This design comes from an exercise in tuning for small area, a short achievable clock period and few clock cycles on the open sky130 flow, not from production work.
Only simulation tests tie the RTL to the original design; equivalence was not proved.
Power figures rest on the tool's default switching activity, not on a simulated workload.

==> v34: inputs <==
## mgm
module mgm(clk, rst, len_A, len_M, cmd, done, key, A, M, C, T, nonce);
Settings: LEC_CHECK=0, CAP_MARGIN=20, CORE_MARGIN=2, CORE_UTILIZATION=42, SETUP_SLACK_MARGIN=4, SLEW_MARGIN=20; clock period 7.5 ns.
standard.sh (not shown) runs the stock make flow with config.mk's settings and CLKGATE_MAP_FILE= SYNTH_SCRIPT=/design/flow/synth_recipe.tcl, a recipe that flattens the netlist after the stock synthesis.
==> flow/flow/run.sh <==
#!/bin/bash
# The standard layout (the standard.sh: ORFS synthesis, floorplan,
# placement, CTS and routing, unchanged), except that the port buffers that
# global placement puts on every input and output are the smallest buffer
# cell, sky130_fd_sc_hd__buf_1, instead of the slow 10 um2 delay buffer that
# buffer_ports picks by default. Timing repair still resizes them where a
# path needs it.
set -euo pipefail
export BUFFER_PORTS_ARGS="-buffer_cell sky130_fd_sc_hd__buf_1"
bash standard.sh > standard_flow.log 2>&1
==> inputs of v16, as changes to v34 <==
--- a/flow/design.v
+++ b/flow/design.v
@@ -398,48 +398,72 @@
     assign s1[n] = a[4*n+3:4*n] + k[4*n+3:4*n] + 4'd1;
   end endgenerate
   wire [31:0] x0 = {S8(s0[7]), S7(s0[6]), S6(s0[5]), S5(s0[4]), S4(s0[3]), S3(s0[2]), S2(s0[1]), S1(s0[0])};
   wire [31:0] x1 = {S8(s1[7]), S7(s1[6]), S6(s1[5]), S5(s1[4]), S4(s1[3]), S3(s1[2]), S2(s1[1]), S1(s1[0])};
   wire [31:0] cm = {{4{c[7]}}, {4{c[6]}}, {4{c[5]}}, {4{c[4]}}, {4{c[3]}}, {4{c[2]}}, {4{c[1]}}, {4{c[0]}}};
   wire [31:0] sb = (x1 & cm) | (x0 & ~cm);
   assign f = {sb[20:0], sb[31:21]};
 endmodule
-module gost_28147_89 (clk, rst, key, load, take, pdata, q, rdy, fin, rdy_n, fin_n);
+module gost_ku (clk, rst, key, load, run, fin, fin_n, kreg);
   input clk, rst;
   input [255:0] key;
-  input load;           
-  input take;           
-  input [63:0] pdata;
-  output [63:0] q;      
-  output reg rdy;
+  input load;
+  output reg run;
   output fin;           
-  output rdy_n, fin_n;
-  reg run;
+  output fin_n;         
+  output reg [31:0] kreg;
   reg [4:0] rn;         
-  reg [31:0] a, b, kreg;
+  reg [7:0] ksel;       
   wire [31:0] K [0:7];
   assign {K[0],K[1],K[2],K[3],K[4],K[5],K[6],K[7]} = key;
-  wire [2:0] kidx = (&rn[4:3]) ? ~rn[2:0] : rn[2:0];
   assign fin = run & (rn == 5'd0);
   wire run_n = rst ? 1'b0 : load ? 1'b1 : fin ? 1'b0 : run;
-  assign rdy_n = rst ? 1'b0 : load ? 1'b0 : fin ? 1'b1 : take ? 1'b0 : rdy;
   wire [4:0] rn_n = load ? 5'd1 : rn + 5'd1;
   assign fin_n = run_n & (rn_n == 5'd0);
+  wire [2:0] kidx_n = (&rn_n[4:3]) ? ~rn_n[2:0] : rn_n[2:0];
+  integer j;
+  reg [31:0] kw;
+  always @(*) begin
+    kw = 32'h0;
+    for (j = 0; j < 8; j = j + 1)
+      kw = kw | (K[j] & {32{ksel[j]}});
+  end
   always @(posedge clk) begin
     run <= run_n;
+    rn <= rn_n;
+    ksel <= 8'd1 << kidx_n;
+    kreg <= load ? K[0] : kw;
+  end
+endmodule
+module gost_28147_89 (clk, rst, load, take, pdata, kreg, krun, kfin, q, rdy, rdy_n);
+  input clk, rst;
+  input load;           
+  input take;           
+  input [63:0] pdata;
+  input [31:0] kreg;
+  input krun, kfin;
+  output [63:0] q;      
+  output reg rdy;
+  output rdy_n;
+  reg act;
+  reg [31:0] a, b;
+  wire run = act & krun;
+  wire fin = act & kfin;
+  wire act_n = rst ? 1'b0 : load ? 1'b1 : fin ? 1'b0 : act;
+  assign rdy_n = rst ? 1'b0 : load ? 1'b0 : fin ? 1'b1 : take ? 1'b0 : rdy;
+  always @(posedge clk) begin
+    act <= act_n;
     rdy <= rdy_n;
   end
   wire [31:0] f;
   gost_round rnd(.a(a), .k(kreg), .f(f));
   wire        fen = run & ~load;
   wire [31:0] X = load ? pdata[31:0] : (run ? b : a);
   always @(posedge clk) begin
-    rn <= rn_n;
-    kreg <= load ? K[0] : K[kidx];
     a <= X ^ (f & {32{fen}});
     b <= load ? pdata[63:32] : (run ? a : b);
   end
   assign q = {a, b};
 endmodule
 `timescale 1ns / 100ps
 module mul (x, y, t, xn);
   input  [64-1:0] x;
@@ -465,139 +489,146 @@
     input [64-1:0] M;
     output [64-1:0] C;
     output [64-1:0] T;
     input [64-2:0] nonce;
 localparam S_IDLE = 3'd0, S_INIT = 3'd1, S_INIT2 = 3'd2, S_INIT3 = 3'd3,
            S_RUN = 3'd4, S_FINW = 3'd5, S_FINS = 3'd6;
 reg [2:0]  st;
 reg [2:0]  pc;           
-reg        hp, gp;       
+reg        hp;           
 reg [63:0] Z, Y, S, x, y;
 reg [31:0] LA, LM;
 reg        mbusy;
-reg [6:0]  lenq;         
-reg        lenok;
+reg [31:0] lenAq, lenMq;
 reg c_done, c_clr_pc, c_ld_zy, c_ld_h0, c_ld_h1, c_ld_g0, c_ld_g1, c_tk_h, c_tk_g,
     c_ld_a, c_ld_c, c_ld_l, c_clr_acc, c_h0_s, c_h0_n, c_g0_n, c_zinc, c_yinc;
+wire k0run, k1run, k0fin, k1fin, k0fin_n, k1fin_n;
+wire [31:0] k0reg, k1reg;
 reg [2:0] c_st;          
 wire [63:0] h0q, h1q, g0q, g1q;
-wire h0r, h1r, g0r, g1r, h0f, h1f, g0f, g1f;
-wire h0r_n, h1r_n, g0r_n, g1r_n, h0f_n, h1f_n, g0f_n, g1f_n;
+wire h0r, h1r, g0r, g1r;
+wire h0r_n, h1r_n, g0r_n, g1r_n;
 wire [63:0] hq = hp ? h1q : h0q;
-wire [63:0] gq = gp ? g1q : g0q;
+wire [63:0] gq = hp ? g1q : g0q;
 wire       c_ld_x = c_ld_a | c_ld_c | c_ld_l;
 wire [2:0] st_n = rst ? S_IDLE : c_st;
 wire [2:0] pc_n = rst ? 3'd0 : (cmd != 6'd0) ? cmd[2:0] : c_clr_pc ? 3'd0 : pc;
 wire       hp_n = c_clr_acc ? 1'b0 : c_tk_h ? !hp : hp;
-wire       gp_n = c_clr_acc ? 1'b0 : c_tk_g ? !gp : gp;
 wire       mbusy_n = rst ? 1'b0 : c_ld_x ? 1'b1 : (mbusy && y[63:4] == 60'd0) ? 1'b0 : mbusy;
 wire       hr_n = hp_n ? h1r_n : h0r_n;
-wire       gr_n = gp_n ? g1r_n : g0r_n;
+wire       gr_n = hp_n ? g1r_n : g0r_n;
 reg d_done, d_clr_pc, d_ld_zy, d_ld_h0, d_ld_h1, d_ld_g0, d_ld_g1, d_tk_h, d_tk_g,
-    d_ld_a, d_ld_c, d_ld_l, d_clr_acc, d_h0_s, d_h0_n, d_g0_n;
+    d_ld_a, d_ld_c, d_ld_l, d_clr_acc, d_h0_s, d_h0_n, d_g0_n, d_yinc;
 reg [2:0] d_st;
 always @(*) begin
     d_st = st_n; d_clr_pc = 0; d_done = 0; d_ld_zy = 0;
     d_ld_h0 = 0; d_ld_h1 = 0; d_ld_g0 = 0; d_ld_g1 = 0; d_tk_h = 0; d_tk_g = 0;
     d_ld_a = 0; d_ld_c = 0; d_ld_l = 0; d_clr_acc = 0; d_h0_s = 0; d_h0_n = 0; d_g0_n = 0;
+    d_yinc = 0;
     case (st_n)
         S_IDLE: if (pc_n == 1) begin
             d_ld_h0 = 1; d_h0_n = 1; d_ld_g0 = 1; d_g0_n = 1; d_clr_acc = 1; d_st = S_INIT;
         end
         S_INIT: if (h0r_n) begin
             d_ld_zy = 1; d_done = 1; d_clr_pc = 1; d_st = S_INIT2;
         end
         S_INIT2: begin
             d_ld_h0 = 1; d_ld_g0 = 1; d_st = S_INIT3;
         end
         S_INIT3: begin
-            d_ld_h1 = 1; d_ld_g1 = 1; d_st = S_RUN;
+            d_ld_h1 = 1; d_ld_g1 = 1; d_yinc = 1; d_st = S_RUN;
         end
         S_RUN: case (pc_n)
             2, 3: if (hr_n && !mbusy_n) begin
                 d_ld_a = 1; d_tk_h = 1; d_ld_h0 = !hp_n; d_ld_h1 = hp_n; d_done = 1; d_clr_pc = 1;
+                if (pc_n == 3) begin
+                    d_ld_g0 = !hp_n; d_ld_g1 = hp_n; d_yinc = 1;
+                end
             end
             4: begin
                 d_done = 1; d_clr_pc = 1;
             end
             5, 6: if (hr_n && gr_n && !mbusy_n) begin
                 d_ld_c = 1; d_tk_h = 1; d_tk_g = 1; d_ld_h0 = !hp_n; d_ld_h1 = hp_n;
-                d_ld_g0 = !gp_n; d_ld_g1 = gp_n; d_done = 1; d_clr_pc = 1;
+                d_ld_g0 = !hp_n; d_ld_g1 = hp_n; d_yinc = 1; d_done = 1; d_clr_pc = 1;
             end
             7: if (hr_n && !mbusy_n) begin
                 d_ld_l = 1; d_tk_h = 1; d_st = S_FINW;
             end
             default: ;
         endcase
         S_FINW: if (!mbusy_n) begin
             d_ld_h0 = 1; d_h0_s = 1; d_st = S_FINS;
         end
-        S_FINS: if (h0f_n) begin
+        S_FINS: if (k0fin_n) begin
             d_done = 1; d_clr_pc = 1; d_st = S_IDLE;
         end
         default: d_st = S_IDLE;
     endcase
 end
 always @(posedge clk) begin
     st <= st_n;
     pc <= pc_n;
     mbusy <= mbusy_n;
     hp <= hp_n;
-    gp <= gp_n;
     if (rst) begin
         done <= 1'b0;
         {c_done, c_clr_pc, c_ld_zy, c_ld_h0, c_ld_h1, c_ld_g0, c_ld_g1, c_tk_h, c_tk_g,
          c_ld_a, c_ld_c, c_ld_l, c_clr_acc, c_h0_s, c_h0_n, c_g0_n, c_zinc, c_yinc} <= 18'd0;
         c_st <= S_IDLE;
     end else begin
         done <= c_done;
         c_done <= d_done; c_clr_pc <= d_clr_pc; c_ld_zy <= d_ld_zy;
         c_ld_h0 <= d_ld_h0; c_ld_h1 <= d_ld_h1; c_ld_g0 <= d_ld_g0; c_ld_g1 <= d_ld_g1;
         c_tk_h <= d_tk_h; c_tk_g <= d_tk_g;
         c_ld_a <= d_ld_a; c_ld_c <= d_ld_c; c_ld_l <= d_ld_l; c_clr_acc <= d_clr_acc;
         c_h0_s <= d_h0_s; c_h0_n <= d_h0_n; c_g0_n <= d_g0_n;
         c_zinc <= d_ld_h0 && !d_h0_n && !d_h0_s || d_ld_h1;
-        c_yinc <= d_ld_g0 && !d_g0_n || d_ld_g1;
+        c_yinc <= d_yinc;
         c_st <= d_st;
     end
 end
 wire [63:0] h0d = c_h0_n ? {1'b1, nonce} : c_h0_s ? S : Z;
 wire [63:0] g0d = c_g0_n ? {1'b0, nonce} : Y;
-gost_28147_89 h0(.clk(clk), .rst(rst), .key(key), .load(c_ld_h0), .take(c_tk_h & !hp),
-                 .pdata(h0d), .q(h0q), .rdy(h0r), .fin(h0f), .rdy_n(h0r_n), .fin_n(h0f_n));
-gost_28147_89 h1(.clk(clk), .rst(rst), .key(key), .load(c_ld_h1), .take(c_tk_h & hp),
-                 .pdata(Z), .q(h1q), .rdy(h1r), .fin(h1f), .rdy_n(h1r_n), .fin_n(h1f_n));
-gost_28147_89 g0(.clk(clk), .rst(rst), .key(key), .load(c_ld_g0), .take(c_tk_g & !gp),
-                 .pdata(g0d), .q(g0q), .rdy(g0r), .fin(g0f), .rdy_n(g0r_n), .fin_n(g0f_n));
-gost_28147_89 g1(.clk(clk), .rst(rst), .key(key), .load(c_ld_g1), .take(c_tk_g & gp),
-                 .pdata(Y), .q(g1q), .rdy(g1r), .fin(g1f), .rdy_n(g1r_n), .fin_n(g1f_n));
+gost_ku ku0(.clk(clk), .rst(rst), .key(key), .load(c_ld_h0 | c_ld_g0), .run(k0run),
+            .fin(k0fin), .fin_n(k0fin_n), .kreg(k0reg));
+gost_ku ku1(.clk(clk), .rst(rst), .key(key), .load(c_ld_h1 | c_ld_g1), .run(k1run),
+            .fin(k1fin), .fin_n(k1fin_n), .kreg(k1reg));
+gost_28147_89 h0(.clk(clk), .rst(rst), .load(c_ld_h0), .take(c_tk_h & !hp), .pdata(h0d),
+                 .kreg(k0reg), .krun(k0run), .kfin(k0fin), .q(h0q), .rdy(h0r), .rdy_n(h0r_n));
+gost_28147_89 g0(.clk(clk), .rst(rst), .load(c_ld_g0), .take(c_tk_g & !hp), .pdata(g0d),
+                 .kreg(k0reg), .krun(k0run), .kfin(k0fin), .q(g0q), .rdy(g0r), .rdy_n(g0r_n));
+gost_28147_89 h1(.clk(clk), .rst(rst), .load(c_ld_h1), .take(c_tk_h & hp), .pdata(Z),
+                 .kreg(k1reg), .krun(k1run), .kfin(k1fin), .q(h1q), .rdy(h1r), .rdy_n(h1r_n));
+gost_28147_89 g1(.clk(clk), .rst(rst), .load(c_ld_g1), .take(c_tk_g & hp), .pdata(Y),
+                 .kreg(k1reg), .krun(k1run), .kfin(k1fin), .q(g1q), .rdy(g1r), .rdy_n(g1r_n));
 assign T = h0q;
 wire [63:0] mask;
+wire lenok = (lenMq[31:7] == 25'd0) && (lenMq[6:0] <= 7'd64);
 genvar i;
 generate for (i = 0; i < 64; i = i + 1) begin : msk
-    assign mask[i] = lenok && (lenq >= 7'd64 - i);
+    assign mask[i] = lenok && (lenMq[6:0] >= 7'd64 - i);
 end endgenerate
 wire [63:0] cval = (pc == 6) ? ((gq ^ M) & mask) : (gq ^ M);
 wire [63:0] mt, xn;
 mul m(.x(x), .y(y[3:0]), .t(mt), .xn(xn));
 always @(posedge clk) begin
-    lenq <= len_M[6:0];
-    lenok <= (len_M[31:7] == 25'd0) && (len_M[6:0] <= 7'd64);
+    lenAq <= len_A;
+    lenMq <= len_M;
     if (c_ld_zy) Z <= h0q;
     else if (c_zinc) Z[63:32] <= Z[63:32] + 32'h1;
     if (c_ld_zy) Y <= g0q;
     else if (c_yinc) Y[31:0] <= Y[31:0] + 32'h1;
-    if (c_ld_x) x <= hq;
-    else if (mbusy) x <= xn;
+    x <= c_ld_x ? hq : xn;
     if (c_ld_a) y <= A;
     else if (c_ld_c) y <= cval;
     else if (c_ld_l) y <= {LA, LM};
-    else if (mbusy) y <= {4'b0000, y[63:4]};
-    if (c_clr_acc) S <= 64'h0;
-    else if (mbusy) S <= S ^ mt;
+    else if (c_clr_acc) y <= 64'h0;
+    else y <= {4'b0000, y[63:4]};
+    S <= c_clr_acc ? 64'h0 : S ^ mt;
     if (c_clr_acc) LA <= 32'h0;
-    else if (c_ld_a) LA <= LA + len_A;
+    else if (c_ld_a) LA <= LA + lenAq;
     if (c_clr_acc) LM <= 32'h0;
-    else if (c_ld_c) LM <= LM + len_M;
+    else if (c_ld_c) LM <= LM + lenMq;
 end
 assign C = y;
 endmodule
CORE_UTILIZATION = 50   (was 42)
==> qor summary <==
Sequential share of power: v16 20.3%; v34 18.4%
Number of library cell types mapped by synthesis: v16 104; v34 95
Status: v16 timing/DRC/antenna clean; v34 timing/DRC/antenna clean
Pin count of the biggest net entering global routing: v16 142; v34 179
Worst-case hold path end point: v16 done$_SDFF_PP0_; v34 h1.rn[0]$_SDFF_PP1_
Buffers outside the clock class: v16 758; v34 773
Total of warnings raised by yosys: v16 4; v34 3
Placed Cells: v16 8,836; v34 9,932
Number of buffers added by the clock tree synthesis step: v16 96; v34 98
Router iterations before antenna repair: v16 10; v34 14
Highest attainable clock frequency: v16 289 MHz; v34 291 MHz
Number of enable flip-flop cells after synthesis: v16 256; v34 384
Share of Yosys cell area claimed by the top area cell type: v16 19.0%; v34 17.6%
Dpl cell area: v16 63,800 um^2; v34 70,300 um^2
Share of the yosys chip area belonging to registers: v16 31.9%; v34 31.1%
Flip-flop and latch count after synthesis: v16 827; v34 828
Met1 track demand over resource in global routing: v16 55.1%; v34 49.8%
Testbench counts of v34, summed over its fixed seeds: cycles 7,364.
Testbench counts of v16, summed over its fixed seeds: cycles 7,364.

-- static timing again, ports no longer ideal --
No port has a modelled driver above. Below, the same layouts with a new extraction and two added sets of constraints.
Step 1 (the two cells are an assumption about what drives the block):
set clk [get_ports {clk}]
set_driving_cell -lib_cell sky130_fd_sc_hd__clkbuf_16 $clk
set_driving_cell -lib_cell sky130_fd_sc_hd__buf_2 [delete_from_list [all_inputs] $clk]
Step 2 moves the port delays by t, midway between the first and last clock arrival at a register: inputs arrive t later, outputs are due t later. That takes back most of the time a late clock gives input paths.
Three values: no drivers, after step 1, after step 2; two values: the first two.
run	t, ns	setup WS [ns]	hold slack, ns	clock arrival spread, ns
v34	0.805	4.066 / 3.991 / 3.310	0.475 / 0.475 / 0.475	0.044 / 0.044
v16	0.780	4.036 / 3.998 / 3.830	0.484 / 0.484 / 0.484	0.043 / 0.043
After both steps every run listed still meets setup and hold. For v34, which loses most, drivers alone change the setup slack by -0.075 ns; drivers and shift together by -0.756 ns.
